Source: an optimization exercise on an open RTL-to-GDS flow (aim: small area, a short achievable clock period and few clock cycles per item). Production flows keep margins and buffers that such runs may drop.
At most, simulation tests tie the RTL to the original design; equivalence was not proved.

Design srt_4_div, start of the top module:
module srt_4_div#(
parameter DW = 32)(
input 				clk,
input 				rst_n,
input				start,
input[DW-1:0]		dividend,
input[DW-1:0] 		divisor,
output[DW-1:0] 		quotient,
output[DW-1:0] 		reminder,
output				divfinish,
output				diverror
);
Settings: LEC_CHECK=0, CAP_MARGIN=20, CORE_MARGIN=2, CORE_UTILIZATION=40, SLEW_MARGIN=20; clock period 10.0 ns.
standard.sh (not shown) runs the stock make flow with config.mk's settings and CLKGATE_MAP_FILE= SYNTH_SCRIPT=/design/flow/synth_recipe.tcl, a recipe that flattens the netlist after the stock synthesis.
==> flow/flow/run.sh <==
#!/bin/bash
# Standard ORFS layout, with timing repair aimed past the clock period:
# repair_timing works until the setup slack reaches SETUP_SLACK_MARGIN.
set -euo pipefail
MARGIN=$(cat "$(dirname "$0")/margin.txt")
bash standard.sh SETUP_SLACK_MARGIN=$MARGIN finish > make_finish.log 2>&1
==> flow/flow/margin.txt <==
6.5
The baseline finished with timing, DRC and antenna clean.
Edit:
==> flow/run.sh (new file) <==
#!/bin/bash
# synth_recipe.tcl (not shown) runs the flow's synth.tcl, then flattens the netlist and writes it again
# the make line also repeats each setting of config.mk as NAME=value (left out here)
make -C /OpenROAD-flow-scripts/flow DESIGN_CONFIG=/design/flow/config.mk WORK_HOME=/design/flow/orfs CLKGATE_MAP_FILE= SYNTH_SCRIPT=/design/flow/synth_recipe.tcl finish
Settings changed: SETUP_SLACK_MARGIN from default to 5.
removed: flow/flow/run.sh
removed: flow/flow/margin.txt
removed: flow/standard.sh
Effect: Clock-buffer cell count does not change. Setup slack loses 0.24 ns. Die area is unchanged. Sequential cell count is unchanged. Cell area goes down by roughly a tenth. Via count goes down by a few percent. Sequential share of layout area goes up by 2.1 points.
No functional check of the RTL was part of any run of this note.

---

srt_4_div, a different RTL version from the one above (not shown whole).
Size: about 910 cells after synthesis, ~7900 um2 of cells after synthesis.
Design srt_4_div, start of the top module:
module srt_4_div#(
parameter DW = 32)(
input 				clk,
input 				rst_n,
input				start,
input[DW-1:0]		dividend,
input[DW-1:0] 		divisor,
output[DW-1:0] 		quotient,
output[DW-1:0] 		reminder,
output				divfinish,
output				diverror
);
clock: 10.0 ns
lec_check: 0
cap_margin: 20
core_margin: 2
core_utilization: 60
cts_buf_list: sky130_fd_sc_hd__clkbuf_4
slew_margin: 20
==> flow/flow/run.sh <==
#!/bin/bash
# Standard ORFS layout (the standard.sh) with extra make variables, one
# per line in flow/args.txt: e.g. a setup repair margin aimed past the clock
# period, and the cell used for the port buffers.
set -euo pipefail
HERE=$(dirname "$0")
mapfile -t EXTRA < <(grep -v '^\s*$' "$HERE/args.txt")
bash standard.sh "${EXTRA[@]}" finish > make_finish.log 2>&1
==> flow/flow/args.txt <==
SETUP_SLACK_MARGIN=6.8
BUFFER_PORTS_ARGS=-buffer_cell sky130_fd_sc_hd__buf_1
Testbench counts at the start, summed over its fixed seeds: cycles 27,282, divisions 3,200.
Change:
CTS_BUF_LIST = default   (was sky130_fd_sc_hd__clkbuf_4)
What happened: The changed run went through all stages and came out clean. Design area is higher by about 4.3%. Wire length hardly moves. Flip-flop and latch count stays the same.
Change:
==> flow/flow/args.txt (replaced) <==
SETUP_SLACK_MARGIN=6.5
BUFFER_PORTS_ARGS=-buffer_cell sky130_fd_sc_hd__buf_1
CTS_BUF_LIST = sky130_fd_sc_hd__clkbuf_8   (was default)
Effect:
- The changed run went through all stages and came out clean
- final area drops by 6.0%
- count of clock-buffer cells in the layout goes down by 5

---

Another version of the RTL of srt_4_div (not shown whole).
Size: about 870 cells after synthesis, ~120 flip-flops, roughly 130 I/O pins, roughly 7900 um^2 of cells after synthesis.
export LEC_CHECK = 0
export CAP_MARGIN = 20
export CORE_MARGIN = 2
export CORE_UTILIZATION = 60
export CTS_BUF_LIST = sky130_fd_sc_hd__clkbuf_8
export SLEW_MARGIN = 20
create_clock -name core_clock -period 10.0 [get_ports {clk}]
==> flow/flow/args.txt <==
SETUP_SLACK_MARGIN=7.0
BUFFER_PORTS_ARGS=-buffer_cell sky130_fd_sc_hd__buf_1
Scripts as last shown in full above: flow/flow/run.sh
Testbench counts at the start, summed over its fixed seeds: cycles 27,282, divisions 3,200.
Change:
==> flow/flow/args.txt (replaced) <==
SETUP_SLACK_MARGIN=6.7
BUFFER_PORTS_ARGS=-buffer_cell sky130_fd_sc_hd__buf_1
--- a/flow/config.mk
+++ b/flow/config.mk
@@ -8,5 +8,5 @@
 export CAP_MARGIN = 20
 export CORE_MARGIN = 2
-export CORE_UTILIZATION = 60
+export CORE_UTILIZATION = 65
 export CTS_BUF_LIST = sky130_fd_sc_hd__clkbuf_8
 export SLEW_MARGIN = 20
Outcome: The new run ran to the end with no violations; global-route usage rises by 3.8 points; worst hold slack gets better by 0.0039 ns.
Change:
==> flow/flow/args.txt (replaced) <==
SETUP_SLACK_MARGIN=6.8
BUFFER_PORTS_ARGS=-buffer_cell sky130_fd_sc_hd__buf_1
RECOVER_POWER=100
--- a/flow/config.mk
+++ b/flow/config.mk
@@ -8,5 +8,5 @@
 export CAP_MARGIN = 20
 export CORE_MARGIN = 2
-export CORE_UTILIZATION = 65
+export CORE_UTILIZATION = 60
 export CTS_BUF_LIST = sky130_fd_sc_hd__clkbuf_8
 export SLEW_MARGIN = 20
The changed run finished but fails on capacitance limit, slew limit. Global-route usage shrinks by 3.6 points. Worst hold slack got worse by 0.0064 ns. Die area grows by 8.0%. Cell count grows by 2.6%.
Change:
==> flow/flow/args.txt (replaced) <==
SETUP_SLACK_MARGIN=6.8
BUFFER_PORTS_ARGS=-buffer_cell sky130_fd_sc_hd__buf_1
--- a/flow/config.mk
+++ b/flow/config.mk
@@ -8,5 +8,6 @@
 export CAP_MARGIN = 20
 export CORE_MARGIN = 2
-export CORE_UTILIZATION = 60
+export CORE_UTILIZATION = 65
 export CTS_BUF_LIST = sky130_fd_sc_hd__clkbuf_8
+export PLACE_DENSITY = 0.85
 export SLEW_MARGIN = 20
=> Now the flow completed without violations. Clock-buffer cell count does not change. Critical path depth went up by 6. Worst setup slack is better by 2.7 ns. Via count came out lower by 0.57%. Maximum frequency increases by 82%. Global-route usage goes up by 1.7 points. Synthesized area is unchanged.
Change:
--- a/flow/config.mk
+++ b/flow/config.mk
@@ -8,6 +8,5 @@
 export CAP_MARGIN = 20
 export CORE_MARGIN = 2
-export CORE_UTILIZATION = 65
+export CORE_UTILIZATION = 70
 export CTS_BUF_LIST = sky130_fd_sc_hd__clkbuf_8
-export PLACE_DENSITY = 0.85
 export SLEW_MARGIN = 20
Result: Utilization went up by 5.9 points. Flip-flop and latch count is unchanged. Setup slack degrades by 0.018 ns. Wire length went up by about 10%. Register-to-register slack degrades by 0.02 ns.

---

== run Y ==
srt_4_div, a different RTL version from the one above (not shown whole).
For scale: ~1,000 cells after synthesis, roughly 120 flip-flops, about 8700 sq um of cells after synthesis.
clock: 10.0 ns
lec_check: 0
cap_margin: 20
core_margin: 2
core_utilization: 60
slew_margin: 20
==> flow/flow/args.txt <==
SETUP_SLACK_MARGIN=7
BUFFER_PORTS_ARGS=-buffer_cell sky130_fd_sc_hd__buf_1
Scripts as last shown in full above: flow/flow/run.sh
For run A, these inputs were changed with respect to run Y:
==> flow/flow/args.txt <==
SETUP_SLACK_MARGIN=6.5
BUFFER_PORTS_ARGS=-buffer_cell sky130_fd_sc_hd__buf_1
Between run A and run Y, it is run A whose post-route fraction of the period consumed by the critical path is higher, by 1.3 points. Run A vs run Y — final cell count dropped about 4.3%. Diff run Y -> run A: final cell area excluding filler cells went down by 1600 sq um, number of nets at the end of the flow -about 4.6%. Run A ends up with lower critical path's largest stage delay than run Y does. The run showing the smaller relative area change from synthesis to final layout is run A.
No functional check of the RTL was part of any run of this note.

---

the previous run:
RTL: one of the versions met above, not the one the previous note started from.
Size in the first run: roughly 120 flip-flops, about 130 I/O pins, about 7900 um2 of cells after synthesis.
export LEC_CHECK = 0
export CAP_MARGIN = 20
export CORE_MARGIN = 2
export CORE_UTILIZATION = 60
export CTS_BUF_LIST = sky130_fd_sc_hd__clkbuf_8
export SLEW_MARGIN = 20
create_clock -name core_clock -period 10.0 [get_ports {clk}]
==> flow/flow/args.txt <==
SETUP_SLACK_MARGIN=6.9
BUFFER_PORTS_ARGS=-buffer_cell sky130_fd_sc_hd__buf_1
Scripts as last shown in full above: flow/flow/run.sh
Testbench counts of the previous run, summed over its fixed seeds: cycles 27,282, divisions 3,200.
Setup changes, the previous run to the current run
Settings: CORE_UTILIZATION: 60 -> 65.
==> flow/flow/args.txt <==
SETUP_SLACK_MARGIN=6.8
BUFFER_PORTS_ARGS=-buffer_cell sky130_fd_sc_hd__buf_1
Notes after the runs:
- Delta (the current run minus the previous run): core footprint dropped 6.4%, routed wire length dropped 270 um, relative slew slack dropped 0.48 points, global-route wire length before repair dropped about 0.45%.
- | biggest fanout along the worst timing path | the current run vs the previous run | 1 higher |
- For delay of the slowest cell on the worst path, the current run and the previous run come out practically identical.

---

Another version of the RTL of srt_4_div (not shown whole).
Size: about 950 cells after synthesis, roughly 0.0085 mm² of cells after synthesis.
==> flow/config.mk <==
export PLATFORM = sky130hd
export DESIGN_NAME = srt_4_div
export DESIGN_NICKNAME = srt_4_div
export VERILOG_FILES = /design/flow/design.v
export SDC_FILE = /design/flow/constraint.sdc
export NUM_CORES = 4
export LEC_CHECK = 0
export CAP_MARGIN = 20
export CORE_MARGIN = 2
export CORE_UTILIZATION = 60
export SLEW_MARGIN = 20
==> flow/constraint.sdc <==
create_clock -name core_clock -period 10.0 [get_ports {clk}]
set_input_delay 2.0000 -clock core_clock [delete_from_list [all_inputs] [get_ports {clk}]]
set_output_delay 2.0000 -clock core_clock [all_outputs]
set_load 0.01 [all_outputs]
==> flow/flow/args.txt <==
SETUP_SLACK_MARGIN=6
BUFFER_PORTS_ARGS=-buffer_cell sky130_fd_sc_hd__buf_1
Scripts as last shown in full above: flow/flow/run.sh
Next try:
==> flow/flow/args.txt (replaced) <==
SETUP_SLACK_MARGIN=6.5
BUFFER_PORTS_ARGS=-buffer_cell sky130_fd_sc_hd__buf_1
The changed run completed without violations.
Global-route usage grows by 0.25 points.
Final cell count rises by 2.9%.
Die area stays the same.
Clock skew stays flat.
Worst setup slack is better by 0.31 ns.
First-iteration DRC count came out higher by 5.9%.
Clock-buffer cell count is unchanged.
Function was not checked in any run of this note: the RTL went through the layout flow alone.

---

Setup of job 103:
Another version of the RTL of srt_4_div (not shown whole).
Size in the first run: about 110 flip-flops, about 130 I/O pins, roughly 0.0084 mm^2 of cells after synthesis.
make LEC_CHECK=0 CAP_MARGIN=20 CORE_MARGIN=2 CORE_UTILIZATION=40 SLEW_MARGIN=20 finish   # period 10.0 ns
run.sh (not shown) runs the stock make flow with config.mk's settings and CLKGATE_MAP_FILE= SYNTH_SCRIPT=/design/flow/synth_recipe.tcl, a recipe that flattens the netlist after the stock synthesis.
Stock flow here: none of the scripts above is used.
Testbench counts of job 103, summed over its fixed seeds: cycles 28,792, divisions 3,200.
Modified inputs, job 104 compared to job 103
Settings: setting SETUP_SLACK_MARGIN to 5 for the first time; setting ABC_CLOCK_PERIOD_IN_PS to 3000 for the first time.
Notes after the runs:
Non-clock buffer count was lower in the run labelled job 103.
Compared with job 103, in job 104 setup slack climbed 0.087 ns; met2 routed wirelength barely changed; net count reported at finish barely changed; wire length after detailed routing climbed 180 um.

---

srt_4_div with an RTL version that a note above also has.
Size in the first run: ~7900 um^2 of cells after synthesis.
==> flow/design.v (excerpt) <==
module srt_4_div#(
parameter DW = 32)(
input 				clk,
input 				rst_n,
input				start,
input[DW-1:0]		dividend,
input[DW-1:0] 		divisor,
output[DW-1:0] 		quotient,
output[DW-1:0] 		reminder,
output				divfinish,
output				diverror
);
Settings: LEC_CHECK=0, CAP_MARGIN=20, CORE_MARGIN=2, CORE_UTILIZATION=60, CTS_BUF_LIST=sky130_fd_sc_hd__clkbuf_8, SLEW_MARGIN=20; clock period 10.0 ns.
standard.sh (not shown) runs the stock make flow with config.mk's settings and CLKGATE_MAP_FILE= SYNTH_SCRIPT=/design/flow/synth_recipe.tcl, a recipe that flattens the netlist after the stock synthesis.
==> flow/flow/args.txt <==
SETUP_SLACK_MARGIN=6.8
BUFFER_PORTS_ARGS=-buffer_cell sky130_fd_sc_hd__buf_1
Scripts as last shown in full above: flow/flow/run.sh
The baseline ran to the end with no violations.
Testbench counts at the start, summed over its fixed seeds: cycles 27,282, divisions 3,200.
Change:
==> flow/flow/args.txt (replaced) <==
SETUP_SLACK_MARGIN=6.5
BUFFER_PORTS_ARGS=-buffer_cell sky130_fd_sc_hd__buf_1
- CTS_BUF_LIST: sky130_fd_sc_hd__clkbuf_8 -> default
Result:
- The new run completed without violations
- cell count fell slightly
- wire length drops by a little under a tenth
- synthesized area does not change

## what the ideal ports hide
No port has a modelled driver above. Below, the same layouts with a new extraction and two added sets of constraints.
Step 1 (the two cells are an assumption about what drives the block):
set clk [get_ports {clk}]
set_driving_cell -lib_cell sky130_fd_sc_hd__clkbuf_16 $clk
set_driving_cell -lib_cell sky130_fd_sc_hd__buf_2 [delete_from_list [all_inputs] $clk]
Step 2 moves the port delays by t, midway between the first and last clock arrival at a register: inputs arrive t later, outputs are due t later. That takes back most of the time a late clock gives input paths.
Three values: ideal ports, drivers, drivers and shift; two values: the first two.
| run | t (ns) | setup WS [ns] | worst setup path after step 2 |
|---|---|---|---|
| the first run of note 1 | 0.415 | 4.420 / 4.420 / 4.420 | register to register |
| the second run of note 1 | 0.417 | 4.177 / 4.177 / 4.177 | register to register |
| the first run of note 2 | 0.579 | 6.719 / 6.702 / 6.211 | input to register |
| the second run of note 2 | 0.464 | 6.794 / 6.788 / 6.367 | input to register |
| the third run of note 2 | 0.490 | 6.632 / 6.632 / 6.181 | input to register |
| the first run of note 3 | 0.483 | 6.778 / 6.778 / 6.407 | input to register |
| the second run of note 3 | 0.487 | 6.705 / 6.718 / 6.231 | input to register |
| the third run of note 3 | 0.499 | 4.053 / 4.053 / 4.053 | register to register |
| the fourth run of note 3 | 0.495 | 6.740 / 6.740 / 6.333 | input to register |
| the fifth run of note 3 | 0.493 | 6.722 / 6.722 / 6.297 | input to register |
| run Y | 0.466 | 6.759 / 6.753 / 6.287 | input to register |
| run A | 0.467 | 6.629 / 6.638 / 6.190 | input to register |
| the previous run | 0.492 | 6.770 / 6.770 / 6.391 | input to register |
| the current run | 0.495 | 6.791 / 6.764 / 6.323 | input to register |
| the first run of note 6 | 0.463 | 6.237 / 6.237 / 5.933 | input to register |
| the second run of note 6 | 0.461 | 6.545 / 6.553 / 6.105 | input to register |
| job 103 | 0.411 | 5.143 / 5.143 / 5.143 | register to register |
| job 104 | 0.411 | 5.230 / 5.230 / 5.230 | register to register |
| the first run of note 8 | 0.485 | 6.805 / 6.792 / 6.369 | input to register |
| the second run of note 8 | 0.469 | 6.618 / 6.643 / 6.174 | input to register |
The setup slack of the first run of note 2, which loses most, moves by -0.017 ns with the drivers and by -0.508 ns with both steps.
